This design comes from an exercise in tuning for small area, a short achievable clock period and few clock cycles on the open sky130 flow, not from production work. No functional check of the RTL was part of any run shown here.

### design/flow/config.mk
export PLATFORM = sky130hd
export DESIGN_NAME = geofence
export DESIGN_NICKNAME = geofence
export VERILOG_FILES = /design/flow/design.v
export SDC_FILE = /design/flow/constraint.sdc
export NUM_CORES = 4
export LEC_CHECK = 0
export CAP_MARGIN = 20
export CORE_MARGIN = 2
export CORE_UTILIZATION = 40
export PLACE_DENSITY = 0.6
export SETUP_SLACK_MARGIN = 5
export SLEW_MARGIN = 20
### design/flow/flow/run.sh
#!/bin/bash
# The standard layout, with one extra step between synthesis and floorplan:
# invopt.py removes the inverters that Yosys's full-adder extraction leaves between
# adders (see invopt.py). Each tool's output goes to a log of its own.
set -euo pipefail
R=orfs/results/$FLOW_PLATFORM/geofence/base
LIB=$FLOW_HOME/platforms/$FLOW_PLATFORM/lib/sky130_fd_sc_hd__tt_025C_1v80.lib
bash standard.sh synth > synth.log 2>&1
cp $R/1_2_yosys.v 1_2_yosys.synth.v
python3 flow/invopt.py $LIB 1_2_yosys.synth.v 1_2_yosys.invopt.v > invopt.log 2>&1
cp 1_2_yosys.invopt.v $R/1_2_yosys.v
bash standard.sh finish > layout.log 2>&1
### design/flow/flow/invopt.py
#!/usr/bin/env python3
"""Polarity clean-up of a mapped sky130hd netlist (Yosys write_verilog output).

Yosys's extract_fa maps many full adders in inverted form (inverted inputs and outputs),
which leaves inverters between adders. A full adder is self-dual: FA(~a,~b,~c) gives
(~sum, ~cout). This script removes every inverter, then picks for each full adder whether
to use it inverted, and for some single-output gates whether to swap them for their
complement (and2 <-> nand2, ...), so that as few inverters as possible are needed; it
then adds one inverter per signal whose complement is still needed. The function of the
netlist and its registers are unchanged.

usage: invopt.py lib in.v out.v"""
import re, sys, random

lib_path, src, dst = sys.argv[1:4]
P = "sky130_fd_sc_hd__"

# cell areas and pin directions from the liberty file
areas, pins, cur, curpin = {}, {}, None, None
for line in open(lib_path):
    m = re.match(r'\s*cell \("(\w+)"\)', line)
    if m:
        cur = m.group(1); pins[cur] = {}; continue
    m = re.match(r'\s*area\s*:\s*([0-9.]+)', line)
    if m and cur and cur not in areas:
        areas[cur] = float(m.group(1))
    m = re.match(r'\s*pin \("(\w+)"\)', line)
    if m and cur:
        curpin = m.group(1); continue
    m = re.match(r'\s*direction\s*:\s*"?(\w+)"?', line)
    if m and cur and curpin:
        pins[cur][curpin] = m.group(1); curpin = None

PAIRS = [("and2", "nand2"), ("or2", "nor2"), ("xor2", "xnor2"), ("and3", "nand3"),
         ("or3", "nor3"), ("and4", "nand4"), ("or4", "nor4"), ("a21o", "a21oi"),
         ("o21a", "o21ai"), ("a22o", "a22oi"), ("o22a", "o22ai"), ("a211o", "a211oi"),
         ("o211a", "o211ai"), ("a31o", "a31oi"), ("o31a", "o31ai"), ("xor3", "xnor3"),
         ("buf", "inv"), ("clkbuf", "inv"), ("a221o", "a221oi"), ("o221a", "o221ai"),
         ("a41o", "a41oi"), ("o41a", "o41ai"), ("a32o", "a32oi"), ("o32a", "o32ai"),
         ("mux2", "mux2i")]
COMP = {}
for a, b in PAIRS:
    x, y = P + a + "_1", P + b + "_1"
    if x in pins and y in pins:
        ix = sorted(p for p, d in pins[x].items() if d == "input")
        iy = sorted(p for p, d in pins[y].items() if d == "input")
        ox = [p for p, d in pins[x].items() if d == "output"]
        oy = [p for p, d in pins[y].items() if d == "output"]
        if ix == iy and len(ox) == 1 and len(oy) == 1:
            if a != "clkbuf":
                COMP[y] = (x, oy[0], ox[0])
            COMP[x] = (y, ox[0], oy[0])
INV = re.compile(P + r"(inv|clkinv)_\d+$")
FA = P + "fa_1"
HA = P + "ha_1"

text = open(src).read()
mod = re.search(r"module\s+(\w+)\s*\((.*?)\);(.*)endmodule", text, re.S)
body = mod.group(3)
outputs = set()
for m in re.finditer(r"^\s*output\s+(\[[^\]]*\]\s*)?(\w+)\s*;", body, re.M):
    outputs.add(m.group(2))
inputs = set()
for m in re.finditer(r"^\s*input\s+(\[[^\]]*\]\s*)?(\w+)\s*;", body, re.M):
    inputs.add(m.group(2))

cell_re = re.compile(r"^\s*(" + P + r"\w+)\s+(\S+)\s*\((.*?)\);", re.M | re.S)
pin_re = re.compile(r"\.(\w+)\(\s*(.*?)\s*\)\s*(?:,|$)", re.S)
cells = []
for m in cell_re.finditer(body):
    t, name, conns = m.group(1), m.group(2), m.group(3)
    pc = [(p, n.strip()) for p, n in pin_re.findall(conns)]
    cells.append([t, name, pc])
if re.search(r"^\s*assign\s", body, re.M):
    sys.exit("netlist has assign statements")
other = cell_re.sub("", body)

def is_out(t, p):
    return pins[t].get(p) == "output"

# nets driven by inverters: net -> input net
inv_of = {}
for t, name, pc in cells:
    if INV.match(t):
        d = dict(pc); inv_of[d["Y"]] = d["A"]
def base(n):
    pol = 0
    while n in inv_of:
        n = inv_of[n]; pol ^= 1
    return n, pol

for o in outputs:
    if base(o)[1] or o in inv_of:
        sys.exit("output port driven by an inverter")

# variables: full adders (flip all pins) and complementable gates (flip the output)
var_of_cell = {}
driver_var = {}   # base net -> var index (its physical polarity)
nvar = 0
ctype = []
for i, (t, name, pc) in enumerate(cells):
    if INV.match(t):
        continue
    if t == FA or t in COMP or t == HA:
        var_of_cell[i] = nvar; ctype.append(t); nvar += 1
        if t != HA:
            for p, n in pc:
                if is_out(t, p):
                    driver_var[n] = var_of_cell[i]
val = [0] * nvar

# loads: (cell index, pin, base net, literal polarity, var of load or None)
loads = {}
for i, (t, name, pc) in enumerate(cells):
    if INV.match(t):
        continue
    for p, n in pc:
        if is_out(t, p):
            continue
        b, pol = base(n)
        v = var_of_cell[i] if t in (FA, HA) else None
        loads.setdefault(b, []).append((i, p, pol, v))
for o in outputs:
    loads.setdefault(o, []).append((None, o, 0, None))

sig_of_var = {}
for b in loads:
    if b in driver_var:
        sig_of_var.setdefault(driver_var[b], []).append(b)
for_var_loads = {}
for b, ls in loads.items():
    for (i, p, pol, v) in ls:
        if v is not None:
            for_var_loads.setdefault(v, set()).add(b)

inv_area = areas[P + "inv_1"]
def sig_cost(b):
    ph = val[driver_var[b]] if b in driver_var else 0
    need = False
    for (i, p, pol, v) in loads[b]:
        req = pol ^ (val[v] if v is not None else 0)
        if req != ph:
            need = True; break
    return inv_area if need else 0.0
def var_cost(v):
    t = ctype[v]
    if t == FA:
        return 0.0
    if t == HA:
        return (areas[P + "xor2_1"] + areas[P + "nor2_1"]) if val[v] else areas[t]
    return areas[COMP[t][0]] if val[v] else areas[t]
def touched(v):
    s = set(sig_of_var.get(v, [])) | for_var_loads.get(v, set())
    return s

total = sum(sig_cost(b) for b in loads) + sum(var_cost(v) for v in range(nvar))
start = total + inv_area * 0
orig = sum(areas[t] for t, n, pc in cells if INV.match(t) or t == FA or t in COMP)
order = list(range(nvar))
rng = random.Random(1)
def delta(v):
    ss = touched(v)
    before = sum(sig_cost(b) for b in ss) + var_cost(v)
    val[v] ^= 1
    after = sum(sig_cost(b) for b in ss) + var_cost(v)
    val[v] ^= 1
    return after - before
def descend():
    global total
    improved = True
    while improved:
        improved = False
        rng.shuffle(order)
        for v in order:
            d = delta(v)
            if d < -1e-9 or (d < 1e-9 and rng.random() < 0.3):
                val[v] ^= 1; total += d
                if d < -1e-9:
                    improved = True
descend()
best, best_val = total, list(val)
for it in range(300):
    for v in rng.sample(range(nvar), max(1, nvar // 30)):
        total += delta(v); val[v] ^= 1
    descend()
    if total < best - 1e-9:
        best, best_val = total, list(val)
    else:
        val[:] = best_val; total = best

# rewrite
def W(n):
    return n + " " if n.startswith("\\") else n
new_cells = []
inv_net = {}
k = 0
for b in sorted(loads):
    ph = val[driver_var[b]] if b in driver_var else 0
    for (i, p, pol, v) in loads[b]:
        req = pol ^ (val[v] if v is not None else 0)
        if req != ph and b not in inv_net:
            k += 1
            inv_net[b] = f"invopt_{k}"
            new_cells.append(f"  {P}inv_1 invopt_c{k} (\n    .A({W(b)}),\n    .Y({inv_net[b]})\n  );")
conn = {}
for b, ls in loads.items():
    ph = val[driver_var[b]] if b in driver_var else 0
    for (i, p, pol, v) in ls:
        req = pol ^ (val[v] if v is not None else 0)
        net = b if req == ph else inv_net[b]
        if i is None:
            if net != p:
                sys.exit("output port polarity")
            continue
        conn[(i, p)] = net
conn = {k: W(n) for k, n in conn.items()}
out_cells = []
for i, (t, name, pc) in enumerate(cells):
    if INV.match(t):
        continue
    if t == HA and val[var_of_cell[i]]:
        d = dict(pc)
        a, b = conn[(i, "A")], conn[(i, "B")]
        if "SUM" in d:
            out_cells.append(f"  {P}xor2_1 {name}_s (\n    .A({a}),\n    .B({b}),\n    .X({W(d['SUM'])})\n  );")
        if "COUT" in d:
            out_cells.append(f"  {P}nor2_1 {name}_c (\n    .A({a}),\n    .B({b}),\n    .Y({W(d['COUT'])})\n  );")
        continue
    nt = t
    opin = {}
    if i in var_of_cell and t != FA and val[var_of_cell[i]]:
        nt, po, pn = COMP[t]
        opin[po] = pn
    items = []
    for p, n in pc:
        if is_out(t, p):
            items.append(f"    .{opin.get(p, p)}({W(n)})")
        else:
            items.append(f"    .{p}({conn[(i, p)]})")
    out_cells.append(f"  {nt} {name} (\n" + ",\n".join(items) + "\n  );")
decl = "\n".join(f"  wire {inv_net[b]};" for b in sorted(inv_net, key=lambda b: inv_net[b]))
newbody = other.rstrip() + "\n" + decl + "\n" + "\n".join(out_cells + new_cells) + "\n"
out = text[:mod.start(3)] + newbody + text[mod.end(3):]
open(dst, "w").write(out)
ninv0 = sum(1 for t, n, pc in cells if INV.match(t))
nflip = sum(1 for v in range(nvar) if val[v] and ctype[v] in (FA, HA))
ncomp = sum(1 for v in range(nvar) if val[v] and ctype[v] != FA)
sys.stderr.write(f"invopt: inverters {ninv0} -> {k}, adders flipped {nflip}, gates swapped {ncomp}, "
                 f"area of touched cells {orig:.1f} -> {total:.1f}\n")
### design/flow/standard.sh
#!/bin/bash
# synth_recipe.tcl (not shown) runs the flow's synth.tcl, then flattens the netlist and writes it again
# the make line also repeats each setting of config.mk as NAME=value (left out here)
make -C /OpenROAD-flow-scripts/flow DESIGN_CONFIG=/design/flow/config.mk WORK_HOME=/design/flow/orfs CLKGATE_MAP_FILE= SYNTH_SCRIPT=/design/flow/synth_recipe.tcl "${@:-finish}"
### design/flow/design.v
module geofence(clk, reset, X, Y, valid, is_inside);
input clk;
input reset;
input [9:0] X;
input [9:0] Y;
output reg valid;
output reg is_inside;
reg [3:0] phase;             
reg [9:0] px, py;            
reg sx, sy;                  
reg [9:0] mx, my;            
reg lsx, lsy, rsx, rsy;
reg [9:0] lmx, lmy, rmx, rmy;
reg ins;
wire [10:0] dx = {1'b0, X} - {1'b0, px};
wire [10:0] dy = {1'b0, Y} - {1'b0, py};
wire [9:0] ax = (dx[9:0] ^ {10{dx[10]}}) + {9'd0, dx[10]};
wire [9:0] ay = (dy[9:0] ^ {10{dy[10]}}) + {9'd0, dy[10]};
wire zx = mx == 10'd0, zy = my == 10'd0;
wire zlx = lmx == 10'd0, zly = lmy == 10'd0;
wire zrx = rmx == 10'd0, zry = rmy == 10'd0;
wire a_le, a_lt;              
xsgn ua(.a(lmx), .b(my), .c(lmy), .d(mx), .le(a_le), .lt(a_lt));
wire a_s1 = lsx ^ sy, a_s2 = lsy ^ sx;
wire a_nz = !(zlx || zy) || !(zly || zx);
wire an  = (a_s1 == a_s2) ? (a_s1 ? !a_le : a_lt) : (a_s1 && a_nz);    
wire anz = (a_s1 == a_s2) ? (a_s1 ? !a_lt : a_le) : (a_s1 || !a_nz);   
wire b_le, b_lt;
xsgn ub(.a(mx), .b(rmy), .c(my), .d(rmx), .le(b_le), .lt(b_lt));
wire b_s1 = sx ^ rsy, b_s2 = sy ^ rsx;
wire b_nz = !(zx || zry) || !(zy || zrx);
wire bn  = (b_s1 == b_s2) ? (b_s1 ? !b_le : b_lt) : (b_s1 && b_nz);
wire bnz = (b_s1 == b_s2) ? (b_s1 ? !b_lt : b_le) : (b_s1 || !b_nz);
wire opp = (!zx && (sx ^ lsx)) || (!zy && (sy ^ lsy));
wire hit = (zx && zy) || (an && bnz) || (anz && bn) || (anz && !an && bnz && !bn && opp);
wire newl = an && !bnz;       
wire newr = !anz && bn;       
always @(posedge clk or posedge reset) begin
    if (reset) phase <= 4'd0;
    else if (phase == 4'd8) phase <= 4'd0;
    else if (phase == 4'd6 && (ins || hit)) phase <= 4'd8;   
    else phase <= phase + 4'd1;
end
always @(posedge clk) begin
    sx <= dx[10]; mx <= ax;
    sy <= dy[10]; my <= ay;
end
always @(posedge clk) begin
    if (phase == 4'd0) begin
        px <= X;
        py <= Y;
    end
    if (phase == 4'd2) begin
        lsx <= sx; lmx <= mx; lsy <= sy; lmy <= my;
        rsx <= sx; rmx <= mx; rsy <= sy; rmy <= my;
        ins <= zx && zy;
    end else if (phase >= 4'd3 && phase <= 4'd7) begin
        if (hit) ins <= 1'b1;
        if (newl) begin lsx <= sx; lmx <= mx; lsy <= sy; lmy <= my; end
        if (newr) begin rsx <= sx; rmx <= mx; rsy <= sy; rmy <= my; end
    end
end
always @(posedge clk or posedge reset) begin
    if (reset) begin
        valid <= 1'b0;
        is_inside <= 1'b0;
    end else begin
        valid <= (phase == 4'd7) || (phase == 4'd6 && (ins || hit));
        is_inside <= (phase == 4'd6 || phase == 4'd7) && (ins || hit);
    end
end
endmodule
module xsgn(input [9:0] a, input [9:0] b, input [9:0] c, input [9:0] d, output le, output lt);
wire t1 = (a[0] & b[9]) ^ ~(c[0] & d[9]) ^ (a[1] & b[8]);
wire t2 = ((a[0] & b[9]) & ~(c[0] & d[9])) | ((a[0] & b[9]) & (a[1] & b[8])) | (~(c[0] & d[9]) & (a[1] & b[8]));
wire t3 = (a[1] & b[9]) ^ ~(c[1] & d[9]);
wire t4 = (a[1] & b[9]) & ~(c[1] & d[9]);
wire t5 = (a[0] & b[6]) ^ ~(c[0] & d[6]) ^ (a[1] & b[5]);
wire t6 = ((a[0] & b[6]) & ~(c[0] & d[6])) | ((a[0] & b[6]) & (a[1] & b[5])) | (~(c[0] & d[6]) & (a[1] & b[5]));
wire t7 = (a[0] & b[7]) ^ ~(c[0] & d[7]) ^ (a[1] & b[6]);
wire t8 = ((a[0] & b[7]) & ~(c[0] & d[7])) | ((a[0] & b[7]) & (a[1] & b[6])) | (~(c[0] & d[7]) & (a[1] & b[6]));
wire t9 = ~(c[1] & d[6]) ^ (a[2] & b[5]) ^ ~(c[2] & d[5]);
wire t10 = (~(c[1] & d[6]) & (a[2] & b[5])) | (~(c[1] & d[6]) & ~(c[2] & d[5])) | ((a[2] & b[5]) & ~(c[2] & d[5]));
wire t11 = (a[3] & b[4]) ^ ~(c[3] & d[4]);
wire t12 = (a[3] & b[4]) & ~(c[3] & d[4]);
wire t13 = (a[0] & b[8]) ^ ~(c[0] & d[8]) ^ (a[1] & b[7]);
wire t14 = ((a[0] & b[8]) & ~(c[0] & d[8])) | ((a[0] & b[8]) & (a[1] & b[7])) | (~(c[0] & d[8]) & (a[1] & b[7]));
wire t15 = ~(c[1] & d[7]) ^ (a[2] & b[6]) ^ ~(c[2] & d[6]);
wire t16 = (~(c[1] & d[7]) & (a[2] & b[6])) | (~(c[1] & d[7]) & ~(c[2] & d[6])) | ((a[2] & b[6]) & ~(c[2] & d[6]));
wire t17 = (a[3] & b[5]) ^ ~(c[3] & d[5]) ^ (a[4] & b[4]);
wire t18 = ((a[3] & b[5]) & ~(c[3] & d[5])) | ((a[3] & b[5]) & (a[4] & b[4])) | (~(c[3] & d[5]) & (a[4] & b[4]));
wire t19 = ~(c[4] & d[4]) ^ (a[5] & b[3]) ^ ~(c[5] & d[3]);
wire t20 = (~(c[4] & d[4]) & (a[5] & b[3])) | (~(c[4] & d[4]) & ~(c[5] & d[3])) | ((a[5] & b[3]) & ~(c[5] & d[3]));
wire t21 = (a[6] & b[2]) ^ ~(c[6] & d[2]);
wire t22 = (a[6] & b[2]) & ~(c[6] & d[2]);
wire t23 = ~(c[1] & d[8]) ^ (a[2] & b[7]) ^ ~(c[2] & d[7]);
wire t24 = (~(c[1] & d[8]) & (a[2] & b[7])) | (~(c[1] & d[8]) & ~(c[2] & d[7])) | ((a[2] & b[7]) & ~(c[2] & d[7]));
wire t25 = (a[3] & b[6]) ^ ~(c[3] & d[6]) ^ (a[4] & b[5]);
wire t26 = ((a[3] & b[6]) & ~(c[3] & d[6])) | ((a[3] & b[6]) & (a[4] & b[5])) | (~(c[3] & d[6]) & (a[4] & b[5]));
wire t27 = ~(c[4] & d[5]) ^ (a[5] & b[4]) ^ ~(c[5] & d[4]);
wire t28 = (~(c[4] & d[5]) & (a[5] & b[4])) | (~(c[4] & d[5]) & ~(c[5] & d[4])) | ((a[5] & b[4]) & ~(c[5] & d[4]));
wire t29 = (a[6] & b[3]) ^ ~(c[6] & d[3]) ^ (a[7] & b[2]);
wire t30 = ((a[6] & b[3]) & ~(c[6] & d[3])) | ((a[6] & b[3]) & (a[7] & b[2])) | (~(c[6] & d[3]) & (a[7] & b[2]));
wire t31 = ~(c[7] & d[2]) ^ (a[8] & b[1]) ^ ~(c[8] & d[1]);
wire t32 = (~(c[7] & d[2]) & (a[8] & b[1])) | (~(c[7] & d[2]) & ~(c[8] & d[1])) | ((a[8] & b[1]) & ~(c[8] & d[1]));
wire t33 = (a[9] & b[0]) ^ ~(c[9] & d[0]);
wire t34 = (a[9] & b[0]) & ~(c[9] & d[0]);
wire t35 = (a[2] & b[8]) ^ ~(c[2] & d[8]) ^ (a[3] & b[7]);
wire t36 = ((a[2] & b[8]) & ~(c[2] & d[8])) | ((a[2] & b[8]) & (a[3] & b[7])) | (~(c[2] & d[8]) & (a[3] & b[7]));
wire t37 = ~(c[3] & d[7]) ^ (a[4] & b[6]) ^ ~(c[4] & d[6]);
wire t38 = (~(c[3] & d[7]) & (a[4] & b[6])) | (~(c[3] & d[7]) & ~(c[4] & d[6])) | ((a[4] & b[6]) & ~(c[4] & d[6]));
wire t39 = (a[5] & b[5]) ^ ~(c[5] & d[5]) ^ (a[6] & b[4]);
wire t40 = ((a[5] & b[5]) & ~(c[5] & d[5])) | ((a[5] & b[5]) & (a[6] & b[4])) | (~(c[5] & d[5]) & (a[6] & b[4]));
wire t41 = ~(c[6] & d[4]) ^ (a[7] & b[3]) ^ ~(c[7] & d[3]);
wire t42 = (~(c[6] & d[4]) & (a[7] & b[3])) | (~(c[6] & d[4]) & ~(c[7] & d[3])) | ((a[7] & b[3]) & ~(c[7] & d[3]));
wire t43 = (a[8] & b[2]) ^ ~(c[8] & d[2]) ^ (a[9] & b[1]);
wire t44 = ((a[8] & b[2]) & ~(c[8] & d[2])) | ((a[8] & b[2]) & (a[9] & b[1])) | (~(c[8] & d[2]) & (a[9] & b[1]));
wire t45 = ~(c[9] & d[1]) ^ 1'b1 ^ t2;
wire t46 = (~(c[9] & d[1]) & 1'b1) | (~(c[9] & d[1]) & t2) | (1'b1 & t2);
wire t47 = (a[2] & b[9]) ^ ~(c[2] & d[9]) ^ (a[3] & b[8]);
wire t48 = ((a[2] & b[9]) & ~(c[2] & d[9])) | ((a[2] & b[9]) & (a[3] & b[8])) | (~(c[2] & d[9]) & (a[3] & b[8]));
wire t49 = ~(c[3] & d[8]) ^ (a[4] & b[7]) ^ ~(c[4] & d[7]);
wire t50 = (~(c[3] & d[8]) & (a[4] & b[7])) | (~(c[3] & d[8]) & ~(c[4] & d[7])) | ((a[4] & b[7]) & ~(c[4] & d[7]));
wire t51 = (a[5] & b[6]) ^ ~(c[5] & d[6]) ^ (a[6] & b[5]);
wire t52 = ((a[5] & b[6]) & ~(c[5] & d[6])) | ((a[5] & b[6]) & (a[6] & b[5])) | (~(c[5] & d[6]) & (a[6] & b[5]));
wire t53 = ~(c[6] & d[5]) ^ (a[7] & b[4]) ^ ~(c[7] & d[4]);
wire t54 = (~(c[6] & d[5]) & (a[7] & b[4])) | (~(c[6] & d[5]) & ~(c[7] & d[4])) | ((a[7] & b[4]) & ~(c[7] & d[4]));
wire t55 = (a[8] & b[3]) ^ ~(c[8] & d[3]) ^ (a[9] & b[2]);
wire t56 = ((a[8] & b[3]) & ~(c[8] & d[3])) | ((a[8] & b[3]) & (a[9] & b[2])) | (~(c[8] & d[3]) & (a[9] & b[2]));
wire t57 = (a[3] & b[9]) ^ ~(c[3] & d[9]) ^ (a[4] & b[8]);
wire t58 = ((a[3] & b[9]) & ~(c[3] & d[9])) | ((a[3] & b[9]) & (a[4] & b[8])) | (~(c[3] & d[9]) & (a[4] & b[8]));
wire t59 = ~(c[4] & d[8]) ^ (a[5] & b[7]) ^ ~(c[5] & d[7]);
wire t60 = (~(c[4] & d[8]) & (a[5] & b[7])) | (~(c[4] & d[8]) & ~(c[5] & d[7])) | ((a[5] & b[7]) & ~(c[5] & d[7]));
wire t61 = (a[6] & b[6]) ^ ~(c[6] & d[6]) ^ (a[7] & b[5]);
wire t62 = ((a[6] & b[6]) & ~(c[6] & d[6])) | ((a[6] & b[6]) & (a[7] & b[5])) | (~(c[6] & d[6]) & (a[7] & b[5]));
wire t63 = (a[4] & b[9]) ^ ~(c[4] & d[9]) ^ (a[5] & b[8]);
wire t64 = ((a[4] & b[9]) & ~(c[4] & d[9])) | ((a[4] & b[9]) & (a[5] & b[8])) | (~(c[4] & d[9]) & (a[5] & b[8]));
wire t65 = (a[0] & b[4]) ^ ~(c[0] & d[4]) ^ (a[1] & b[3]);
wire t66 = ((a[0] & b[4]) & ~(c[0] & d[4])) | ((a[0] & b[4]) & (a[1] & b[3])) | (~(c[0] & d[4]) & (a[1] & b[3]));
wire t67 = (a[0] & b[5]) ^ ~(c[0] & d[5]) ^ (a[1] & b[4]);
wire t68 = ((a[0] & b[5]) & ~(c[0] & d[5])) | ((a[0] & b[5]) & (a[1] & b[4])) | (~(c[0] & d[5]) & (a[1] & b[4]));
wire t69 = ~(c[1] & d[4]) ^ (a[2] & b[3]) ^ ~(c[2] & d[3]);
wire t70 = (~(c[1] & d[4]) & (a[2] & b[3])) | (~(c[1] & d[4]) & ~(c[2] & d[3])) | ((a[2] & b[3]) & ~(c[2] & d[3]));
wire t71 = (a[3] & b[2]) ^ ~(c[3] & d[2]);
wire t72 = (a[3] & b[2]) & ~(c[3] & d[2]);
wire t73 = ~(c[1] & d[5]) ^ (a[2] & b[4]) ^ ~(c[2] & d[4]);
wire t74 = (~(c[1] & d[5]) & (a[2] & b[4])) | (~(c[1] & d[5]) & ~(c[2] & d[4])) | ((a[2] & b[4]) & ~(c[2] & d[4]));
wire t75 = (a[3] & b[3]) ^ ~(c[3] & d[3]) ^ (a[4] & b[2]);
wire t76 = ((a[3] & b[3]) & ~(c[3] & d[3])) | ((a[3] & b[3]) & (a[4] & b[2])) | (~(c[3] & d[3]) & (a[4] & b[2]));
wire t77 = ~(c[4] & d[2]) ^ (a[5] & b[1]) ^ ~(c[5] & d[1]);
wire t78 = (~(c[4] & d[2]) & (a[5] & b[1])) | (~(c[4] & d[2]) & ~(c[5] & d[1])) | ((a[5] & b[1]) & ~(c[5] & d[1]));
wire t79 = (a[6] & b[0]) ^ ~(c[6] & d[0]);
wire t80 = (a[6] & b[0]) & ~(c[6] & d[0]);
wire t81 = (a[4] & b[3]) ^ ~(c[4] & d[3]) ^ (a[5] & b[2]);
wire t82 = ((a[4] & b[3]) & ~(c[4] & d[3])) | ((a[4] & b[3]) & (a[5] & b[2])) | (~(c[4] & d[3]) & (a[5] & b[2]));
wire t83 = ~(c[5] & d[2]) ^ (a[6] & b[1]) ^ ~(c[6] & d[1]);
wire t84 = (~(c[5] & d[2]) & (a[6] & b[1])) | (~(c[5] & d[2]) & ~(c[6] & d[1])) | ((a[6] & b[1]) & ~(c[6] & d[1]));
wire t85 = (a[7] & b[0]) ^ ~(c[7] & d[0]) ^ 1'b1;
wire t86 = ((a[7] & b[0]) & ~(c[7] & d[0])) | ((a[7] & b[0]) & 1'b1) | (~(c[7] & d[0]) & 1'b1);
wire t87 = t6 ^ t7 ^ t9;
wire t88 = (t6 & t7) | (t6 & t9) | (t7 & t9);
wire t89 = (a[7] & b[1]) ^ ~(c[7] & d[1]) ^ (a[8] & b[0]);
wire t90 = ((a[7] & b[1]) & ~(c[7] & d[1])) | ((a[7] & b[1]) & (a[8] & b[0])) | (~(c[7] & d[1]) & (a[8] & b[0]));
wire t91 = ~(c[8] & d[0]) ^ 1'b1 ^ t8;
wire t92 = (~(c[8] & d[0]) & 1'b1) | (~(c[8] & d[0]) & t8) | (1'b1 & t8);
wire t93 = t10 ^ t12 ^ t13;
wire t94 = (t10 & t12) | (t10 & t13) | (t12 & t13);
wire t95 = t15 ^ t17 ^ t19;
wire t96 = (t15 & t17) | (t15 & t19) | (t17 & t19);
wire t97 = 1'b1 ^ t1 ^ t14;
wire t98 = (1'b1 & t1) | (1'b1 & t14) | (t1 & t14);
wire t99 = t16 ^ t18 ^ t20;
wire t100 = (t16 & t18) | (t16 & t20) | (t18 & t20);
wire t101 = t22 ^ t23 ^ t25;
wire t102 = (t22 & t23) | (t22 & t25) | (t23 & t25);
wire t103 = t27 ^ t29 ^ t31;
wire t104 = (t27 & t29) | (t27 & t31) | (t29 & t31);
wire t105 = t3 ^ t24 ^ t26;
wire t106 = (t3 & t24) | (t3 & t26) | (t24 & t26);
wire t107 = t28 ^ t30 ^ t32;
wire t108 = (t28 & t30) | (t28 & t32) | (t30 & t32);
wire t109 = t34 ^ t35 ^ t37;
wire t110 = (t34 & t35) | (t34 & t37) | (t35 & t37);
wire t111 = t39 ^ t41 ^ t43;
wire t112 = (t39 & t41) | (t39 & t43) | (t41 & t43);
wire t113 = ~(c[9] & d[2]) ^ t4 ^ t36;
wire t114 = (~(c[9] & d[2]) & t4) | (~(c[9] & d[2]) & t36) | (t4 & t36);
wire t115 = t38 ^ t40 ^ t42;
wire t116 = (t38 & t40) | (t38 & t42) | (t40 & t42);
wire t117 = t44 ^ t46 ^ t47;
wire t118 = (t44 & t46) | (t44 & t47) | (t46 & t47);
wire t119 = t49 ^ t51 ^ t53;
wire t120 = (t49 & t51) | (t49 & t53) | (t51 & t53);
wire t121 = ~(c[7] & d[5]) ^ (a[8] & b[4]) ^ ~(c[8] & d[4]);
wire t122 = (~(c[7] & d[5]) & (a[8] & b[4])) | (~(c[7] & d[5]) & ~(c[8] & d[4])) | ((a[8] & b[4]) & ~(c[8] & d[4]));
wire t123 = (a[9] & b[3]) ^ ~(c[9] & d[3]) ^ t48;
wire t124 = ((a[9] & b[3]) & ~(c[9] & d[3])) | ((a[9] & b[3]) & t48) | (~(c[9] & d[3]) & t48);
wire t125 = t50 ^ t52 ^ t54;
wire t126 = (t50 & t52) | (t50 & t54) | (t52 & t54);
wire t127 = t56 ^ t57 ^ t59;
wire t128 = (t56 & t57) | (t56 & t59) | (t57 & t59);
wire t129 = ~(c[5] & d[8]) ^ (a[6] & b[7]) ^ ~(c[6] & d[7]);
wire t130 = (~(c[5] & d[8]) & (a[6] & b[7])) | (~(c[5] & d[8]) & ~(c[6] & d[7])) | ((a[6] & b[7]) & ~(c[6] & d[7]));
wire t131 = (a[7] & b[6]) ^ ~(c[7] & d[6]) ^ (a[8] & b[5]);
wire t132 = ((a[7] & b[6]) & ~(c[7] & d[6])) | ((a[7] & b[6]) & (a[8] & b[5])) | (~(c[7] & d[6]) & (a[8] & b[5]));
wire t133 = ~(c[8] & d[5]) ^ (a[9] & b[4]) ^ ~(c[9] & d[4]);
wire t134 = (~(c[8] & d[5]) & (a[9] & b[4])) | (~(c[8] & d[5]) & ~(c[9] & d[4])) | ((a[9] & b[4]) & ~(c[9] & d[4]));
wire t135 = t58 ^ t60 ^ t62;
wire t136 = (t58 & t60) | (t58 & t62) | (t60 & t62);
wire t137 = (a[5] & b[9]) ^ ~(c[5] & d[9]) ^ (a[6] & b[8]);
wire t138 = ((a[5] & b[9]) & ~(c[5] & d[9])) | ((a[5] & b[9]) & (a[6] & b[8])) | (~(c[5] & d[9]) & (a[6] & b[8]));
wire t139 = ~(c[6] & d[8]) ^ (a[7] & b[7]) ^ ~(c[7] & d[7]);
wire t140 = (~(c[6] & d[8]) & (a[7] & b[7])) | (~(c[6] & d[8]) & ~(c[7] & d[7])) | ((a[7] & b[7]) & ~(c[7] & d[7]));
wire t141 = (a[8] & b[6]) ^ ~(c[8] & d[6]) ^ (a[9] & b[5]);
wire t142 = ((a[8] & b[6]) & ~(c[8] & d[6])) | ((a[8] & b[6]) & (a[9] & b[5])) | (~(c[8] & d[6]) & (a[9] & b[5]));
wire t143 = (a[6] & b[9]) ^ ~(c[6] & d[9]) ^ (a[7] & b[8]);
wire t144 = ((a[6] & b[9]) & ~(c[6] & d[9])) | ((a[6] & b[9]) & (a[7] & b[8])) | (~(c[6] & d[9]) & (a[7] & b[8]));
wire t145 = (a[0] & b[2]) ^ ~(c[0] & d[2]);
wire t146 = (a[0] & b[2]) & ~(c[0] & d[2]);
wire t147 = (a[0] & b[3]) ^ ~(c[0] & d[3]) ^ (a[1] & b[2]);
wire t148 = ((a[0] & b[3]) & ~(c[0] & d[3])) | ((a[0] & b[3]) & (a[1] & b[2])) | (~(c[0] & d[3]) & (a[1] & b[2]));
wire t149 = ~(c[1] & d[2]) ^ (a[2] & b[1]) ^ ~(c[2] & d[1]);
wire t150 = (~(c[1] & d[2]) & (a[2] & b[1])) | (~(c[1] & d[2]) & ~(c[2] & d[1])) | ((a[2] & b[1]) & ~(c[2] & d[1]));
wire t151 = ~(c[1] & d[3]) ^ (a[2] & b[2]) ^ ~(c[2] & d[2]);
wire t152 = (~(c[1] & d[3]) & (a[2] & b[2])) | (~(c[1] & d[3]) & ~(c[2] & d[2])) | ((a[2] & b[2]) & ~(c[2] & d[2]));
wire t153 = (a[3] & b[1]) ^ ~(c[3] & d[1]) ^ (a[4] & b[0]);
wire t154 = ((a[3] & b[1]) & ~(c[3] & d[1])) | ((a[3] & b[1]) & (a[4] & b[0])) | (~(c[3] & d[1]) & (a[4] & b[0]));
wire t155 = ~(c[4] & d[0]) ^ 1'b1;
wire t156 = ~(c[4] & d[0]) & 1'b1;
wire t157 = (a[4] & b[1]) ^ ~(c[4] & d[1]) ^ (a[5] & b[0]);
wire t158 = ((a[4] & b[1]) & ~(c[4] & d[1])) | ((a[4] & b[1]) & (a[5] & b[0])) | (~(c[4] & d[1]) & (a[5] & b[0]));
wire t159 = ~(c[5] & d[0]) ^ 1'b1 ^ t66;
wire t160 = (~(c[5] & d[0]) & 1'b1) | (~(c[5] & d[0]) & t66) | (1'b1 & t66);
wire t161 = t67 ^ t69 ^ t71;
wire t162 = (t67 & t69) | (t67 & t71) | (t69 & t71);
wire t163 = 1'b1 ^ t5 ^ t68;
wire t164 = (1'b1 & t5) | (1'b1 & t68) | (t5 & t68);
wire t165 = t70 ^ t72 ^ t73;
wire t166 = (t70 & t72) | (t70 & t73) | (t72 & t73);
wire t167 = t75 ^ t77 ^ t79;
wire t168 = (t75 & t77) | (t75 & t79) | (t77 & t79);
wire t169 = t11 ^ t74 ^ t76;
wire t170 = (t11 & t74) | (t11 & t76) | (t74 & t76);
wire t171 = t78 ^ t80 ^ t81;
wire t172 = (t78 & t80) | (t78 & t81) | (t80 & t81);
wire t173 = t83 ^ t85 ^ t87;
wire t174 = (t83 & t85) | (t83 & t87) | (t85 & t87);
wire t175 = t21 ^ t82 ^ t84;
wire t176 = (t21 & t82) | (t21 & t84) | (t82 & t84);
wire t177 = t86 ^ t88 ^ t89;
wire t178 = (t86 & t88) | (t86 & t89) | (t88 & t89);
wire t179 = t91 ^ t93 ^ t95;
wire t180 = (t91 & t93) | (t91 & t95) | (t93 & t95);
wire t181 = t33 ^ t90 ^ t92;
wire t182 = (t33 & t90) | (t33 & t92) | (t90 & t92);
wire t183 = t94 ^ t96 ^ t97;
wire t184 = (t94 & t96) | (t94 & t97) | (t96 & t97);
wire t185 = t99 ^ t101 ^ t103;
wire t186 = (t99 & t101) | (t99 & t103) | (t101 & t103);
wire t187 = t45 ^ t98 ^ t100;
wire t188 = (t45 & t98) | (t45 & t100) | (t98 & t100);
wire t189 = t102 ^ t104 ^ t105;
wire t190 = (t102 & t104) | (t102 & t105) | (t104 & t105);
wire t191 = t107 ^ t109 ^ t111;
wire t192 = (t107 & t109) | (t107 & t111) | (t109 & t111);
wire t193 = t55 ^ t106 ^ t108;
wire t194 = (t55 & t106) | (t55 & t108) | (t106 & t108);
wire t195 = t110 ^ t112 ^ t113;
wire t196 = (t110 & t112) | (t110 & t113) | (t112 & t113);
wire t197 = t115 ^ t117 ^ t119;
wire t198 = (t115 & t117) | (t115 & t119) | (t117 & t119);
wire t199 = t61 ^ t114 ^ t116;
wire t200 = (t61 & t114) | (t61 & t116) | (t114 & t116);
wire t201 = t118 ^ t120 ^ t121;
wire t202 = (t118 & t120) | (t118 & t121) | (t120 & t121);
wire t203 = t123 ^ t125 ^ t127;
wire t204 = (t123 & t125) | (t123 & t127) | (t125 & t127);
wire t205 = t63 ^ t122 ^ t124;
wire t206 = (t63 & t122) | (t63 & t124) | (t122 & t124);
wire t207 = t126 ^ t128 ^ t129;
wire t208 = (t126 & t128) | (t126 & t129) | (t128 & t129);
wire t209 = t131 ^ t133 ^ t135;
wire t210 = (t131 & t133) | (t131 & t135) | (t133 & t135);
wire t211 = ~(c[9] & d[5]) ^ t64 ^ t130;
wire t212 = (~(c[9] & d[5]) & t64) | (~(c[9] & d[5]) & t130) | (t64 & t130);
wire t213 = t132 ^ t134 ^ t136;
wire t214 = (t132 & t134) | (t132 & t136) | (t134 & t136);
wire t215 = t137 ^ t139 ^ t141;
wire t216 = (t137 & t139) | (t137 & t141) | (t139 & t141);
wire t217 = ~(c[7] & d[8]) ^ (a[8] & b[7]) ^ ~(c[8] & d[7]);
wire t218 = (~(c[7] & d[8]) & (a[8] & b[7])) | (~(c[7] & d[8]) & ~(c[8] & d[7])) | ((a[8] & b[7]) & ~(c[8] & d[7]));
wire t219 = (a[9] & b[6]) ^ ~(c[9] & d[6]) ^ t138;
wire t220 = ((a[9] & b[6]) & ~(c[9] & d[6])) | ((a[9] & b[6]) & t138) | (~(c[9] & d[6]) & t138);
wire t221 = t140 ^ t142 ^ t143;
wire t222 = (t140 & t142) | (t140 & t143) | (t142 & t143);
wire t223 = (a[7] & b[9]) ^ ~(c[7] & d[9]) ^ (a[8] & b[8]);
wire t224 = ((a[7] & b[9]) & ~(c[7] & d[9])) | ((a[7] & b[9]) & (a[8] & b[8])) | (~(c[7] & d[9]) & (a[8] & b[8]));
wire t225 = ~(c[8] & d[8]) ^ (a[9] & b[7]) ^ ~(c[9] & d[7]);
wire t226 = (~(c[8] & d[8]) & (a[9] & b[7])) | (~(c[8] & d[8]) & ~(c[9] & d[7])) | ((a[9] & b[7]) & ~(c[9] & d[7]));
wire t227 = (a[0] & b[1]) ^ ~(c[0] & d[1]);
wire t228 = (a[0] & b[1]) & ~(c[0] & d[1]);
wire t229 = (a[1] & b[1]) ^ ~(c[1] & d[1]) ^ (a[2] & b[0]);
wire t230 = ((a[1] & b[1]) & ~(c[1] & d[1])) | ((a[1] & b[1]) & (a[2] & b[0])) | (~(c[1] & d[1]) & (a[2] & b[0]));
wire t231 = ~(c[2] & d[0]) ^ 1'b1;
wire t232 = ~(c[2] & d[0]) & 1'b1;
wire t233 = (a[3] & b[0]) ^ ~(c[3] & d[0]) ^ 1'b1;
wire t234 = ((a[3] & b[0]) & ~(c[3] & d[0])) | ((a[3] & b[0]) & 1'b1) | (~(c[3] & d[0]) & 1'b1);
wire t235 = t146 ^ t147 ^ t149;
wire t236 = (t146 & t147) | (t146 & t149) | (t147 & t149);
wire t237 = t65 ^ t148 ^ t150;
wire t238 = (t65 & t148) | (t65 & t150) | (t148 & t150);
wire t239 = t151 ^ t153 ^ t155;
wire t240 = (t151 & t153) | (t151 & t155) | (t153 & t155);
wire t241 = t152 ^ t154 ^ t156;
wire t242 = (t152 & t154) | (t152 & t156) | (t154 & t156);
wire t243 = t157 ^ t159 ^ t161;
wire t244 = (t157 & t159) | (t157 & t161) | (t159 & t161);
wire t245 = t158 ^ t160 ^ t162;
wire t246 = (t158 & t160) | (t158 & t162) | (t160 & t162);
wire t247 = t163 ^ t165 ^ t167;
wire t248 = (t163 & t165) | (t163 & t167) | (t165 & t167);
wire t249 = t164 ^ t166 ^ t168;
wire t250 = (t164 & t166) | (t164 & t168) | (t166 & t168);
wire t251 = t169 ^ t171 ^ t173;
wire t252 = (t169 & t171) | (t169 & t173) | (t171 & t173);
wire t253 = t170 ^ t172 ^ t174;
wire t254 = (t170 & t172) | (t170 & t174) | (t172 & t174);
wire t255 = t175 ^ t177 ^ t179;
wire t256 = (t175 & t177) | (t175 & t179) | (t177 & t179);
wire t257 = t176 ^ t178 ^ t180;
wire t258 = (t176 & t178) | (t176 & t180) | (t178 & t180);
wire t259 = t181 ^ t183 ^ t185;
wire t260 = (t181 & t183) | (t181 & t185) | (t183 & t185);
wire t261 = t182 ^ t184 ^ t186;
wire t262 = (t182 & t184) | (t182 & t186) | (t184 & t186);
wire t263 = t187 ^ t189 ^ t191;
wire t264 = (t187 & t189) | (t187 & t191) | (t189 & t191);
wire t265 = t188 ^ t190 ^ t192;
wire t266 = (t188 & t190) | (t188 & t192) | (t190 & t192);
wire t267 = t193 ^ t195 ^ t197;
wire t268 = (t193 & t195) | (t193 & t197) | (t195 & t197);
wire t269 = t194 ^ t196 ^ t198;
wire t270 = (t194 & t196) | (t194 & t198) | (t196 & t198);
wire t271 = t199 ^ t201 ^ t203;
wire t272 = (t199 & t201) | (t199 & t203) | (t201 & t203);
wire t273 = t200 ^ t202 ^ t204;
wire t274 = (t200 & t202) | (t200 & t204) | (t202 & t204);
wire t275 = t205 ^ t207 ^ t209;
wire t276 = (t205 & t207) | (t205 & t209) | (t207 & t209);
wire t277 = t206 ^ t208 ^ t210;
wire t278 = (t206 & t208) | (t206 & t210) | (t208 & t210);
wire t279 = t211 ^ t213 ^ t215;
wire t280 = (t211 & t213) | (t211 & t215) | (t213 & t215);
wire t281 = t212 ^ t214 ^ t216;
wire t282 = (t212 & t214) | (t212 & t216) | (t214 & t216);
wire t283 = t217 ^ t219 ^ t221;
wire t284 = (t217 & t219) | (t217 & t221) | (t219 & t221);
wire t285 = t144 ^ t218 ^ t220;
wire t286 = (t144 & t218) | (t144 & t220) | (t218 & t220);
wire t287 = t222 ^ t223 ^ t225;
wire t288 = (t222 & t223) | (t222 & t225) | (t223 & t225);
wire t289 = (a[8] & b[9]) ^ ~(c[8] & d[9]) ^ (a[9] & b[8]);
wire t290 = ((a[8] & b[9]) & ~(c[8] & d[9])) | ((a[8] & b[9]) & (a[9] & b[8])) | (~(c[8] & d[9]) & (a[9] & b[8]));
wire t291 = ~(c[9] & d[8]) ^ t224 ^ t226;
wire t292 = (~(c[9] & d[8]) & t224) | (~(c[9] & d[8]) & t226) | (t224 & t226);
wire t293 = (a[1] & b[0]) ^ ~(c[1] & d[0]);
wire t294 = (a[1] & b[0]) & ~(c[1] & d[0]);
wire t295 = t145 ^ t228 ^ t229;
wire t296 = (t145 & t228) | (t145 & t229) | (t228 & t229);
wire t297 = t230 ^ t232 ^ t233;
wire t298 = (t230 & t232) | (t230 & t233) | (t232 & t233);
wire t299 = t234 ^ t236 ^ t237;
wire t300 = (t234 & t236) | (t234 & t237) | (t236 & t237);
wire t301 = t238 ^ t240 ^ t241;
wire t302 = (t238 & t240) | (t238 & t241) | (t240 & t241);
wire t303 = t242 ^ t244 ^ t245;
wire t304 = (t242 & t244) | (t242 & t245) | (t244 & t245);
wire t305 = t246 ^ t248 ^ t249;
wire t306 = (t246 & t248) | (t246 & t249) | (t248 & t249);
wire t307 = t250 ^ t252 ^ t253;
wire t308 = (t250 & t252) | (t250 & t253) | (t252 & t253);
wire t309 = t254 ^ t256 ^ t257;
wire t310 = (t254 & t256) | (t254 & t257) | (t256 & t257);
wire t311 = t258 ^ t260 ^ t261;
wire t312 = (t258 & t260) | (t258 & t261) | (t260 & t261);
wire t313 = t262 ^ t264 ^ t265;
wire t314 = (t262 & t264) | (t262 & t265) | (t264 & t265);
wire t315 = t266 ^ t268 ^ t269;
wire t316 = (t266 & t268) | (t266 & t269) | (t268 & t269);
wire t317 = t270 ^ t272 ^ t273;
wire t318 = (t270 & t272) | (t270 & t273) | (t272 & t273);
wire t319 = t274 ^ t276 ^ t277;
wire t320 = (t274 & t276) | (t274 & t277) | (t276 & t277);
wire t321 = t278 ^ t280 ^ t281;
wire t322 = (t278 & t280) | (t278 & t281) | (t280 & t281);
wire t323 = t282 ^ t284 ^ t285;
wire t324 = (t282 & t284) | (t282 & t285) | (t284 & t285);
wire t325 = t286 ^ t288 ^ t289;
wire t326 = (t286 & t288) | (t286 & t289) | (t288 & t289);
wire t327 = (a[9] & b[9]) ^ ~(c[9] & d[9]) ^ t290;
wire t328 = ((a[9] & b[9]) & ~(c[9] & d[9])) | ((a[9] & b[9]) & t290) | (~(c[9] & d[9]) & t290);
wire t329 = 1'b1 ^ t227;
wire t330 = 1'b1 & t227;
wire t331 = t231 ^ t294 ^ t295;
wire t332 = (t231 & t294) | (t231 & t295) | (t294 & t295);
wire t333 = t235 ^ t296 ^ t297;
wire t334 = (t235 & t296) | (t235 & t297) | (t296 & t297);
wire t335 = t239 ^ t298 ^ t299;
wire t336 = (t239 & t298) | (t239 & t299) | (t298 & t299);
wire t337 = t243 ^ t300 ^ t301;
wire t338 = (t243 & t300) | (t243 & t301) | (t300 & t301);
wire t339 = t247 ^ t302 ^ t303;
wire t340 = (t247 & t302) | (t247 & t303) | (t302 & t303);
wire t341 = t251 ^ t304 ^ t305;
wire t342 = (t251 & t304) | (t251 & t305) | (t304 & t305);
wire t343 = t255 ^ t306 ^ t307;
wire t344 = (t255 & t306) | (t255 & t307) | (t306 & t307);
wire t345 = t259 ^ t308 ^ t309;
wire t346 = (t259 & t308) | (t259 & t309) | (t308 & t309);
wire t347 = t263 ^ t310 ^ t311;
wire t348 = (t263 & t310) | (t263 & t311) | (t310 & t311);
wire t349 = t267 ^ t312 ^ t313;
wire t350 = (t267 & t312) | (t267 & t313) | (t312 & t313);
wire t351 = t271 ^ t314 ^ t315;
wire t352 = (t271 & t314) | (t271 & t315) | (t314 & t315);
wire t353 = t275 ^ t316 ^ t317;
wire t354 = (t275 & t316) | (t275 & t317) | (t316 & t317);
wire t355 = t279 ^ t318 ^ t319;
wire t356 = (t279 & t318) | (t279 & t319) | (t318 & t319);
wire t357 = t283 ^ t320 ^ t321;
wire t358 = (t283 & t320) | (t283 & t321) | (t320 & t321);
wire t359 = t287 ^ t322 ^ t323;
wire t360 = (t287 & t322) | (t287 & t323) | (t322 & t323);
wire t361 = t291 ^ t324 ^ t325;
wire t362 = (t291 & t324) | (t291 & t325) | (t324 & t325);
wire t363 = t292 ^ t326 ^ t327;
wire t364 = (t292 & t326) | (t292 & t327) | (t326 & t327);
wire [20:0] x = {1'b1, t328, t362, t360, t358, t356, t354, t352, t350, t348, t346, t344, t342, t340, t338, t336, t334, t332, t330, t293, (a[0] & b[0])};
wire [20:0] y = {1'b0, t364, t363, t361, t359, t357, t355, t353, t351, t349, t347, t345, t343, t341, t339, t337, t335, t333, t331, t329, ~(c[0] & d[0])};
wire [19:0] g = x[19:0] & y[19:0];
wire [19:0] p = x[19:0] | y[19:0];
wire G1 = g[1] | (p[1] & g[0]);
wire P1 = p[1] & p[0];
wire G2 = g[4] | (p[4] & g[3]);
wire P2 = p[4] & p[3];
wire G3 = G2 | (P2 & g[2]);
wire P3 = P2 & p[2];
wire G4 = G3 | (P3 & G1);
wire P4 = P3 & P1;
wire G5 = g[6] | (p[6] & g[5]);
wire P5 = p[6] & p[5];
wire G6 = g[9] | (p[9] & g[8]);
wire P6 = p[9] & p[8];
wire G7 = G6 | (P6 & g[7]);
wire P7 = P6 & p[7];
wire G8 = G7 | (P7 & G5);
wire P8 = P7 & P5;
wire G9 = G8 | (P8 & G4);
wire P9 = P8 & P4;
wire G10 = g[11] | (p[11] & g[10]);
wire P10 = p[11] & p[10];
wire G11 = g[14] | (p[14] & g[13]);
wire P11 = p[14] & p[13];
wire G12 = G11 | (P11 & g[12]);
wire P12 = P11 & p[12];
wire G13 = G12 | (P12 & G10);
wire P13 = P12 & P10;
wire G14 = g[16] | (p[16] & g[15]);
wire P14 = p[16] & p[15];
wire G15 = g[19] | (p[19] & g[18]);
wire P15 = p[19] & p[18];
wire G16 = G15 | (P15 & g[17]);
wire P16 = P15 & p[17];
wire G17 = G16 | (P16 & G14);
wire P17 = P16 & P14;
wire G18 = G17 | (P17 & G13);
wire P18 = P17 & P13;
wire G19 = G18 | (P18 & G9);
wire P19 = P18 & P9;
wire top = x[20] ^ y[20];
assign le = top ^ G19;
assign lt = top ^ (G19 | P19);
endmodule
### design/flow/constraint.sdc
create_clock -name core_clock -period 12.0 [get_ports {clk}]
set_input_delay 2.4000 -clock core_clock [delete_from_list [all_inputs] [get_ports {clk}]]
set_output_delay 2.4000 -clock core_clock [all_outputs]
set_load 0.01 [all_outputs]
==> results of run 1 <==
layout by cell type (no fill, tap or decap), drive strengths merged, types with 8 or more instances in the layout:
master / count
nand2b: 8
and2: 195
fa: 328
edfxtp: 65
inv: 114
clkdlybuf4s50: 23
o21ai: 17
a21o: 9
xor2: 33
buf: 29
nor2: 69
a21oi: 38
nor2b: 13
xnor2: 29
ha: 37
nand2: 226
dfxtp: 22
nand3: 14
clkbuf: 11
nor4: 13
metal layers:
layer	GRT usage	share of wire	vias to the layer above
met4	0.06361	0.027	0
met2	0.3611	0.50	385
li1	-	-	4429
met3	0.04128	0.079	67
met5	0	0	-
met1	0.2707	0.40	5188
stage by stage:
stage	cells	util	setup slack (ps)	area [um^2]
after detailed placement	1846	0.4211	3927	15300
after global routing	1870	0.4331	5073	15740
after global placement	1846	0.4211	4189	15300
after floorplan	1417	-	5020	14630
after CTS	1863	0.4303	5029	15640
final	1870	0.4331	5319	15740
flip-flops by register name (all words and copies together), names as in the netlist, 4 cells and up:
signal,cells
lmx,10
lmy,10
mx,10
my,10
px,10
py,10
rmx,10
rmy,10
phase,4
final cells by class:
type                       count  area (um^2)
inverter                     111        416.7
multi-input combinational   1130        11420
fill                        3407        20610
tap                          468        585.6
sequential                    93         2547
timing repair buffer          52        473.0
clock inverter                 5        47.55
clock buffer                  11        254.0
worst max-delay path: cells and delay by family, from the launching register on:
family / cells / cell delay [ps]
buffers and inverters: 4 / 590
AND/OR/NAND/NOR: 3 / 830
AO/OA/AOI/OAI: 6 / 1430
flip-flops: 1 / 550
adder cells (fa/ha/maj): 6 / 2810
multiplexers: 1 / 180
timing repair:
item | 4_1_cts | 5_1_grt
hold buffers | 0 | 0
cloned | 1 | 0
endpoints found under the hold margin | 0 | 0
gates resized for setup | 6 | 5
pin swaps | 1 | 2
buffers inserted | 0 | 7
endpoints found under the setup margin | 51 | 44
worst paths after layout:
path                       start       end  slack [ps]  depth (start not counted)
max                        my[1]    rmx[0]        5320                         20
min                           sx       rsx         590                          0
max reg2reg                my[1]    rmx[0]        5320                         20
min reg2reg                   sx       rsx         590                          0
max in group asynchronous  reset  phase[2]        9550                          2
min in group asynchronous  reset     valid        2260                          2
==> summary.md, run 1 <==
| Metric | Value |
|---|---|
| Ant. Diodes | `0` |
| Critical path data required time | `12,060 ps` |
| Setup_tns | `0 ps` |
| Slew Viols, Final | `0` |
| Die ar. | `38,110 um^2` |
| Post-route minimum period | `6681 ps` |
| Worst stage delay on the critical path | `580 ps` |
| DRT antenna net count | `0` |
| Slew HR | `0.5707` |
| Vias in the first global route | `11.24k` |
| First-pass GRT wire length | `61.18 mm` |
| Crit path cell chain | `buf_4, nand2_1, fa_1, fa_1, inv_1, fa_1, fa_1, fa_1, inv_1, fa_1, a22oi_1, nand3_1, a2111oi_4, o21ai_0, o211a_1, mux2i_1, a22oi_1, or3_2, a21oi_4, buf_12` |
| HP Class | `flop to flop` |
| Crit-path most repeated cell | `fa_1` |
| Clk sinks | `93` |
| Master of the slowest instance on the critical path | `or3_2` |
| Endpoints failing hold | `0` |
| Hold slack | `589.8 ps` |
| CTS Root Cell | `clkbuf_16` |
| Syn Inst Count | `1,417` |
| Initial DRC Count | `759` |
| Chip width | `195.2 um` |
| Period utilization | `0.5568` |
| Clock transition at path regs | `70 ps` |
| GRT Util Overall | `0.2106` |
| Netlist Area Pre-Place | `14,630 um^2` |
| Initial Util | `0.4024` |
| # nets final | `1,784` |
| Clk_skew | `14.54 ps` |
| Outcome | `timing/DRC/antenna clean` |
| TritonCTS buffer count | `9` |
| HPWL Detailed | `27.58 mm` |
| Area Growth Syn to Fin | `7.622%` |
| Worst-margin pin slew | `644.0 ps` |
| DRC errors left | `0` |
| Via/cell ratio | `5.384` |
| GRT Residual Overflow | `0` |
| Yosys Warn Count | `1` |
| Clock latency (worst-skew pair) | `350 ps` |
| Routed WL | `37.52 mm` |
| Max-cap violations | `0` |
| Crit Path Class | `flop to flop` |
| Die Height | `195.2 um` |
| Largest net degree at the start of global routing | `26` |
| RSZ-0062 raised after global routing | `false` |
| # port buffers | `23` |
| Worst setup EP type | `flop` |
| Routed via count | `10.07k` |
| Max clock buf depth | `2` |
| Drt first pass iters | `5` |
| Layout cells sized above 1 | `0.05064` |
| Synth Net Count | `1,804` |
| Core area | `36,350 um^2` |
| Drt wl/cell | `20.06 um` |
| GPL Wtd Cong | `0.8594` |
| TritonCTS clock tree | `done` |
| Startpoint Class | `flop` |
| Syn Area/Cell | `10.32 um^2` |
| Crit path max fanout | `15` |
| Fmax | `0.1497 GHz` |
| Max H-tree Level | `3` |
| Worst Path Arrival | `6740 ps` |
| IO Pins | `24` |
| Final setup fails | `0` |
| Initial antenna violation count | `0` |
| # rows | `70` |
==> run 2, diff against run 1 <==
--- a/design/flow/flow/run.sh
+++ b/design/flow/flow/run.sh
@@ -9,4 +9,4 @@
 cp $R/1_2_yosys.v 1_2_yosys.synth.v
 python3 flow/invopt.py $LIB 1_2_yosys.synth.v 1_2_yosys.invopt.v > invopt.log 2>&1
 cp 1_2_yosys.invopt.v $R/1_2_yosys.v
-bash standard.sh finish > layout.log 2>&1
+bash standard.sh "CTS_ARGS=-sink_clustering_enable -repair_clock_nets -buf_list {sky130_fd_sc_hd__clkbuf_4 sky130_fd_sc_hd__clkbuf_8} -sink_clustering_size 30 -sink_clustering_max_diameter 100 -dont_use_dummy_load" finish > layout.log 2>&1
--- a/design/flow/config.mk
+++ b/design/flow/config.mk
@@ -8,6 +8,9 @@
 export CAP_MARGIN = 20
 export CORE_MARGIN = 2
 export CORE_UTILIZATION = 40
+export CTS_BUF_LIST = sky130_fd_sc_hd__clkbuf_4 sky130_fd_sc_hd__clkbuf_8
+export CTS_CLUSTER_DIAMETER = 100
+export CTS_CLUSTER_SIZE = 30
 export PLACE_DENSITY = 0.6
 export SETUP_SLACK_MARGIN = 5
 export SLEW_MARGIN = 20
==> run 2 against run 1 <==
Area after synthesis stayed put. Maximum frequency barely moved. First-iteration DRC count rose by 3.6%. Critical path type unchanged. Sequential cell count did not move. Routed wire length down 0.38%. Global-route usage down 0.091 points. Register-to-register slack hardly changed. Die area stayed put. Core utilization fell by 0.44 points. Clock skew up 17 ps.
==> summary.md, run 2 <==
| Metric | Value |
|---|---|
| Outcome | `timing/DRC/antenna clean (unchanged)` |
| Clk_skew | `31.16 ps (was 14.54 ps)` |
| Via/cell ratio | `5.394 (was 5.384)` |
| Drt wl/cell | `20.04 um (was 20.06 um)` |
| CP top delay family | `adder cells (unchanged)` |
| Synth Net Count | `1,804 (unchanged)` |
| R2R cell count | `20 (unchanged)` |
| Slew HR | `0.5754 (was 0.5707)` |
| Flop2flop setup slack | `5310 ps (was 5320 ps)` |
| Endpoints failing hold | `0 (unchanged)` |
| TritonCTS buffer count | `9 (unchanged)` |
| Routed WL | `37.38 mm (was 37.52 mm)` |
| Yosys Warn Count | `1 (unchanged)` |
| Crit path cell chain | `buf_4, nand2_1, fa_1, fa_1, inv_1, fa_1, fa_1, fa_1, inv_1, fa_1, a22oi_1, nand3_1, a2111oi_4, o21ai_0, o211a_1, mux2i_1, a22oi_1, or3_2, a21oi_4, buf_4 (was buf_4, nand2_1, fa_1, fa_1, inv_1, fa_1, fa_1, fa_1, inv_1, fa_1, a22oi_1, nand3_1, a2111oi_4, o21ai_0, o211a_1, mux2i_1, a22oi_1, or3_2, a21oi_4, buf_12)` |
| Max clock buf depth | `2 (unchanged)` |
| Commonest non-fill, non-tap cell in the layout | `fa_1 (unchanged)` |
| Max H-tree Level | `3 (unchanged)` |
| Clk sinks | `93 (unchanged)` |
| Util after Layout | `0.4287 (was 0.4331)` |
| Syn Area/Cell | `10.32 um^2 (unchanged)` |
| Hold endpoint | `lsx (was rsx)` |
| First-pass GRT wire length | `61.01 mm (was 61.18 mm)` |
| Post-route minimum period | `6687 ps (was 6681 ps)` |
| Reg-to-reg endpoint | `rsx (was rmx[0])` |
| Die Height | `195.2 um (unchanged)` |
| Post-route cell area | `15,580 um^2 (was 15,740 um^2)` |
| Syn Inst Count | `1,417 (unchanged)` |
| TritonCTS clock tree | `done (unchanged)` |
| # hold bufs at CTS | `0 (unchanged)` |
| Clock latency (worst-skew pair) | `360 ps (was 350 ps)` |
| HP Class | `flop to flop (unchanged)` |
| Worst Path Arrival | `6770 ps (was 6740 ps)` |
| GRT Util Overall | `0.2097 (was 0.2106)` |
| Drt first pass iters | `6 (was 5)` |
| Worst-margin pin slew | `636.9 ps (was 644.0 ps)` |
| CTS Root Cell | `clkbuf_8 (was clkbuf_16)` |
| Hold path startpoint | `sx (unchanged)` |
| Final setup fails | `0 (unchanged)` |
| Max-cap violations | `0 (unchanged)` |
| Initial DRC Count | `786 (was 759)` |
| Slew Viols, Final | `0 (unchanged)` |
| Fmax | `0.1495 GHz (was 0.1497 GHz)` |
| HPWL Detailed | `27.58 mm (unchanged)` |
| Layout cells sized above 1 | `0.04796 (was 0.05064)` |
| Crit Path Class | `flop to flop (unchanged)` |
| Worst setup EP type | `flop (unchanged)` |
| DRC errors left | `0 (unchanged)` |
| Hold slack | `593.6 ps (was 589.8 ps)` |
| Routed via count | `10.06k (was 10.07k)` |
| Clock transition at path regs | `90 ps (was 70 ps)` |
| Largest net degree at the start of global routing | `26 (unchanged)` |
| Crit path max fanout | `15 (unchanged)` |
| Master of the slowest instance on the critical path | `or3_2 (unchanged)` |
| Critical path data required time | `12,080 ps (was 12,060 ps)` |
| Vias in the first global route | `11.24k (about the same)` |
| GPL Wtd Cong | `0.8594 (unchanged)` |
| Die ar. | `38,110 um^2 (unchanged)` |
| IO Pins | `24 (unchanged)` |
| # rows | `70 (unchanged)` |
| Buffers & Inverters on Critical Path | `4 (unchanged)` |
| RSZ-0062 raised after global routing | `false (unchanged)` |
| # port buffers | `23 (unchanged)` |
| Initial Util | `0.4024 (unchanged)` |
| Netlist Area Pre-Place | `14,630 um^2 (unchanged)` |
| Crit-path most repeated cell | `fa_1 (unchanged)` |
| Period utilization | `0.5573 (was 0.5568)` |
| Area Growth Syn to Fin | `6.527% (was 7.622%)` |
| Startpoint Class | `flop (unchanged)` |
| Setup_tns | `0 ps (unchanged)` |
| Worst stage delay on the critical path | `570 ps (was 580 ps)` |
| GRT Residual Overflow | `0 (unchanged)` |
| Initial antenna violation count | `0 (unchanged)` |
| Core area | `36,350 um^2 (unchanged)` |
| Most frequent cells in the layout | `fa_1, nand2_1, and2_1 (unchanged)` |
| Crit Reg-Reg Startpoint | `my[1] (unchanged)` |
| # nets final | `1,786 (was 1,784)` |
| Placed Instance Area | `15,300 um^2 (unchanged)` |
| DRT antenna net count | `0 (unchanged)` |
| Ant. Diodes | `0 (unchanged)` |
| Chip width | `195.2 um (unchanged)` |
| Hold Path Stages | `0 (unchanged)` |
run 2: routing by layer:
metal  GRT usage  wire, um
met5           0         0
met4     0.05994      1036
met3     0.04076      2603
met2      0.3611     18560
met1      0.2697     15180
run 2: through the flow:
step | worst slack [ps] | cells
finish | 5313 | 1865
global route | 5068 | 1865
CTS | 5007 | 1856
detailed placement | 3927 | 1846
global placement | 4189 | 1846
floorplan | 5020 | 1417
run 2: timing repair:
action                     CTS  global route
hold endpoints to repair     0             0
resized for setup            6             6
cloned                       1             0
setup endpoints to repair   51            44
pin swaps                    1             2
setup buffers                0             9
run 2: worst max path at each step:
| stage | startpoint | to | slack, ps | cells past startpoint |
|---|---|---|---|---|
| after CTS | rmy[5] | rmx[1] | 5010 | 14 |
| after floorplan | mx[0] | lmx[0] | 5020 | 17 |
| final | my[1] | rsx | 5310 | 20 |
| after global routing | my[1] | rmx[6] | 5070 | 20 |
| after global placement | mx[8] | rmy[6] | 4190 | 17 |
| after detailed placement | mx[8] | rmy[3] | 3930 | 17 |
run 2: final cells by class:
| cell class | instances | area (um^2) |
|---|---|---|
| clock buffers | 9 | 123.9 |
| fillers | 3425 | 20770 |
| inverters | 111 | 416.7 |
| multi-input cells | 1130 | 11420 |
| flip-flops and latches | 93 | 2550 |
| well taps | 468 | 585.6 |
| repair buffers | 54 | 488.0 |

==> afterwards: timing with drivers on the ports <==
In the flow no input, the clock included, has a driving cell. The finished layouts below were timed again as built, in two steps.
Step 1 sets driving cells, clkbuf_16 on the clock port and buf_2 on the other inputs (assumed; they add their load-dependent delay and slew).
Step 2 adds t to the input delays and takes it off the output delays; t is the mean of the earliest and latest rising clock arrival at the registers after step 1. Input paths then give back, and output paths get back, about the clock's delay inside the block.
a / b / c = ideal ports / drivers / drivers and shift; a / b = the first two.
run	shift t [ns]	slack for setup (ns)	clock arrival spread, ns
run 1	0.386	5.319 / 5.319 / 5.319	0.014 / 0.014
run 2	0.383	5.313 / 5.313 / 5.313	0.031 / 0.031
After both steps setup and hold are still met in every run listed.
